Background: an optimization exercise with open tools, aiming at small area and a short achievable clock period. Do not read the settings as production practice.
At most, simulation tests tie the RTL to the original design; equivalence was not proved.

==> run P <==
Design HarmonicMean, start of the top module:
module HarmonicMean (
    input wire clk,
    input wire reset,
    input wire [15:0] data1,
    input wire [15:0] data2,
    input wire [15:0] data3,
    input wire [15:0] data4,
    input wire data_valid1,
    input wire data_valid2,
    input wire data_valid3,
    input wire data_valid4,
    output wire [15:0] harmonic_mean,
    output reg data_ready
);
Settings: LEC_CHECK=0, ABC_AREA=1, CAP_MARGIN=20, CORE_MARGIN=2, CORE_UTILIZATION=40, SLEW_MARGIN=20; clock period 56.0 ns.
run.sh (not shown) runs the stock make flow with config.mk's settings and CLKGATE_MAP_FILE= SYNTH_SCRIPT=/design/flow/synth_recipe.tcl, a recipe that flattens the netlist after the stock synthesis.
==> inputs of run X, as changes to run P <==
CAP_MARGIN = 70   (was 20)
SLEW_MARGIN = 70   (was 20)
==> comparison <==
Of run P and run X, run X has the higher hold slack (gap 3.8 ps). Between run P and run X, the lower sequential share of layout area is in run P (gap 0.053 points). Final area is about the same in run X and run P. Of run P and run X, run X has the higher critical path depth (gap 5). Count of clock-buffer cells in the layout is the same in run P and run X. Synthesized area is the same in run P and run X. In global-route usage, run P and run X hardly differ. In final cell count, run X and run P hardly differ.
==> figures <==
quantity                                                                           run P                 run X
Status                                                  no timing/DRC/antenna violations  no timing/DRC/antenna violations
Gr usage total                                                                     22.3%                 22.3%
Half-perimeter wire length after detailed placement                             44200 um              44200 um
Routed wire length on met3                                                       2770 um               2820 um
Routed wl met2                                                                  26100 um              26000 um
Met2 Resource Use GR                                                               39.7%                 39.2%
Plain + repair buffers                                                               113                   115
Crit-path max cell delay                                                          930 ps                650 ps
Critical path buffer and inverter count                                               16                    20
Number of global-route vias before repair                                          17.5k                 17.6k
Proportion of final cell area spent on non-clock buffers                           5.07%                 4.54%
Peak Freq                                                                     0.0304 GHz            0.0310 GHz
Layout fillers                                                                      4818                  4806
Number of placed instances, taps included                                           3315                  3316
Crit path from                                                      den_q[2]$_DFFE_PP0P_  den_q[0]$_DFFE_PP1P_
Register clock-pin slew on the reported worst setup and hold paths                 70 ps                 60 ps
Violation count after the first detailed-route iteration                             981                  1002
Min Clock Period, post-route                                                    32930 ps              32240 ps
No functional check of the RTL was part of any run of this note.


==> inputs of run a <==
Another version of the RTL of HarmonicMean (not shown whole).
Settings: LEC_CHECK=0, ABC_AREA=0, CAP_MARGIN=70, CORE_MARGIN=2, CORE_UTILIZATION=40, SLEW_MARGIN=70; clock period 56.0 ns.
standard.sh (not shown) runs the stock make flow with config.mk's settings and CLKGATE_MAP_FILE= SYNTH_SCRIPT=/design/flow/synth_recipe.tcl, a recipe that flattens the netlist after the stock synthesis.
==> flow/flow/run.sh <==
#!/bin/bash
# Standard synthesis, then full-adder polarity clean-up on its netlist, then the
# standard layout from that netlist. Each tool's output goes to its own log here.
set -euo pipefail
R=orfs/results/$FLOW_PLATFORM/HarmonicMean/base
bash standard.sh synth > synth.log 2>&1
cp $R/1_2_yosys.v 1_2_yosys.standard.v
python3 flow/fapol.py 1_2_yosys.standard.v $R/1_2_yosys.v > fapol.log 2>&1
bash standard.sh finish SETUP_SLACK_MARGIN=26 > layout.log 2>&1
Other scripts of this flow, unchanged in this note and not shown: flow/flow/fapol.py
==> inputs of run b, as changes to run a <==
--- a/flow/config.mk
+++ b/flow/config.mk
@@ -6,7 +6,7 @@
 export NUM_CORES = 4
 export LEC_CHECK = 0
-export ABC_AREA = 0
-export CAP_MARGIN = 70
+export ABC_AREA = 1
+export CAP_MARGIN = 20
 export CORE_MARGIN = 2
 export CORE_UTILIZATION = 40
-export SLEW_MARGIN = 70
+export SLEW_MARGIN = 20
==> results.toml <==
[outcome]
status = "finished clean"

[yosys]
netlist_area_sq_um = 18000

[place]
gp_congestion = 0.919

[finish]
regArea_sq_um = 1010
final_cell_mix = "nand2_1, fa_1, inv_1"
multi_input_area_sq_um = 16000

[critical_path]
cp-end-kind = "register"
crit_cells = 88
slowest_stage = "fa_1"

[timing]
fin_crit_sh = 0.521

[global_route]
grt_usage = 0.228

[floorplan]
fp.dieH_um = 216

[drt]
wl_per_cell_um = 17.6

[cts]
cts_resized = 40
-- figures above: run b

==> results.toml <==
[cts]
cts_resized = 142

[drt]
postRouteAntennaNets = 0
wl_per_cell_um = 19.0

[yosys]
netlist_area_sq_um = 18000

[finish]
nClkBuffers = 5
regArea_sq_um = 1020
multi_input_area_sq_um = 17200
final_cell_mix = "fa_1, and2_1, nand2_1"

[critical_path]
slowest_stage = "or4_2"
cpLargestDelayFamily = "compound AO/OA/AOI/OAI gates"
cp-end-kind = "primary output"
crit_cells = 114

[timing]
fin_crit_sh = 0.542

[place]
gp_congestion = 0.877

[outcome]
status = "finished clean"

[floorplan]
fp.dieH_um = 216
-- figures above: run a



==> job 8612: inputs <==
Another version of the RTL of HarmonicMean (not shown whole).
Settings: LEC_CHECK=0, ABC_AREA=1, CAP_MARGIN=20, CORE_MARGIN=2, CORE_UTILIZATION=50, PLACE_DENSITY=0.6, SLEW_MARGIN=20; clock period 56.0 ns.
==> flow/flow/run.sh <==
#!/bin/bash
# Standard synthesis, then full-adder polarity clean-up on its netlist, then the
# standard layout from that netlist. Each tool's output goes to its own log here.
set -euo pipefail
R=orfs/results/$FLOW_PLATFORM/HarmonicMean/base
bash standard.sh synth > synth.log 2>&1
cp $R/1_2_yosys.v 1_2_yosys.standard.v
python3 flow/fapol.py 1_2_yosys.standard.v $R/1_2_yosys.v > fapol.log 2>&1
bash standard.sh finish SETUP_SLACK_MARGIN=30 "BUFFER_PORTS_ARGS=-buffer_cell sky130_fd_sc_hd__buf_2" > layout.log 2>&1
Other scripts of this flow, unchanged in this note and not shown: flow/flow/fapol.py
==> job 1121: changes against job 8612 <==
- CORE_UTILIZATION: 50 -> 60
- PLACE_DENSITY: 0.6 -> 0.7
==> summary of the runs <==
Against job 1121, the first-iteration DRC count of job 8612 is lower by 14%.
Die area: job 1121 is smaller than job 8612 (16%).
In job 1121 the cell count is smaller than in job 8612, by 2.4%.
Synthesized cell count is the same in job 8612 and job 1121.
In job 1121 the maximum frequency is smaller than in job 8612, by 1.4%.
Between job 8612 and job 1121, the lower worst hold slack is in job 1121 (gap 6.6 ps).


==> inputs of job 4870 <==
HarmonicMean, a different RTL version from the one above (not shown whole).
export LEC_CHECK = 0
export ABC_AREA = 1
export CAP_MARGIN = 20
export CORE_MARGIN = 2
export CORE_UTILIZATION = 40
export SLEW_MARGIN = 20
create_clock -name core_clock -period 56.0 [get_ports {clk}]
==> flow/flow/run.sh <==
#!/bin/bash
# Standard synthesis, then full-adder polarity clean-up on its netlist, then the
# standard layout from that netlist. Each tool's output goes to its own log here.
set -euo pipefail
R=orfs/results/$FLOW_PLATFORM/HarmonicMean/base
bash standard.sh synth > synth.log 2>&1
cp $R/1_2_yosys.v 1_2_yosys.standard.v
python3 flow/fapol.py 1_2_yosys.standard.v $R/1_2_yosys.v > fapol.log 2>&1
bash standard.sh finish SETUP_SLACK_MARGIN=28 "BUFFER_PORTS_ARGS=-buffer_cell sky130_fd_sc_hd__buf_2" > layout.log 2>&1
Other scripts of this flow, unchanged in this note and not shown: flow/flow/fapol.py
==> inputs of job 7850, as changes to job 4870 <==
--- a/flow/flow/run.sh
+++ b/flow/flow/run.sh
@@ -7,3 +7,3 @@
 cp $R/1_2_yosys.v 1_2_yosys.standard.v
 python3 flow/fapol.py 1_2_yosys.standard.v $R/1_2_yosys.v > fapol.log 2>&1
-bash standard.sh finish SETUP_SLACK_MARGIN=28 "BUFFER_PORTS_ARGS=-buffer_cell sky130_fd_sc_hd__buf_2" > layout.log 2>&1
+bash standard.sh finish SETUP_SLACK_MARGIN=30 "BUFFER_PORTS_ARGS=-buffer_cell sky130_fd_sc_hd__buf_2" > layout.log 2>&1
==> flow_summary_export.csv <==
group,metric,value,unit
run_status,status,"no timing/DRC/antenna violations",
critical_path,reg2reg_slack,54820,ps
timing,tightest_slew,799,ps
critical_path,r2r_start,"den_q[1]$_DFFE_PP0P_",
final_layout,area.growth.synth_to_final,8.86,%
timing,fmax,37.4,MHz
clock_tree,cts_setup_buffers,10,
final_layout,num-multi-input-gates,2249,
global_routing,grtUsageMet3,2.23,%
timing,fin_ws,29230,ps
global_routing,grt_pass1_wl,102,mm
the above is filed under job 4870

==> flow_summary_export.csv <==
group,metric,value,unit
run_status,status,"no timing/DRC/antenna violations",
timing,fmax,39.1,MHz
timing,fin_tns_setup,0,ps
critical_path,reg2reg_slack,54850,ps
timing,fin_ws,30440,ps
final_layout,multi_input_area,0.0192,mm2
critical_path,r2r_start,"den_q[2]$_DFFE_PP0P_",
flow_run,maxCapViolCount,0,
final_layout,area.growth.synth_to_final,16.9,%
clock_tree,cts_setup_buffers,56,
global_routing,grt_pass1_wl,104,mm
global_routing,grtUsageMet3,2.11,%
the above is filed under job 7850

No run of this note included a check of the RTL's function; only the layout flow was run.

[afterwards: timing with drivers on the ports]
How much do the figures lean on ideal ports? The routed layouts below were timed once more, with nothing changed but the port constraints.
Step 1, drivers: a clkbuf_16 drives clk and a buf_2 each remaining input, both assumed.
Step 2 times the ports against the registers' clock, not the clock port: input delays grow and output delays shrink by t, the midpoint of the rising clock arrivals with the driver on.
a / b / c = ideal ports / drivers / drivers and shift; a / b = the first two.
| run | t (ns) | setup slack, ns | worst setup path after step 2 | cell pins on the clock port's net |
|---|---|---|---|---|
| run P | 0.325 | 23.069 / 23.032 / 23.357 | register to output | 1 |
| run X | 0.322 | 23.764 / 23.728 / 24.049 | register to output | 1 |
| run a | 0.332 | 25.671 / 25.633 / 25.965 | register to output | 1 |
| run b | 0.326 | 26.819 / 26.836 / 26.510 | input to register | 1 |
| job 8612 | 0.323 | 31.883 / 31.842 / 32.165 | register to output | 1 |
| job 1121 | 0.317 | 31.547 / 31.509 / 31.826 | register to output | 1 |
| job 4870 | 0.328 | 29.233 / 29.185 / 29.513 | register to output | 1 |
| job 7850 | 0.328 | 30.435 / 30.389 / 30.456 | input to register | 1 |
After both steps every run listed still meets setup and hold. The setup slack of run b, which loses most, moves by +0.017 ns with the drivers and by -0.309 ns with both steps.
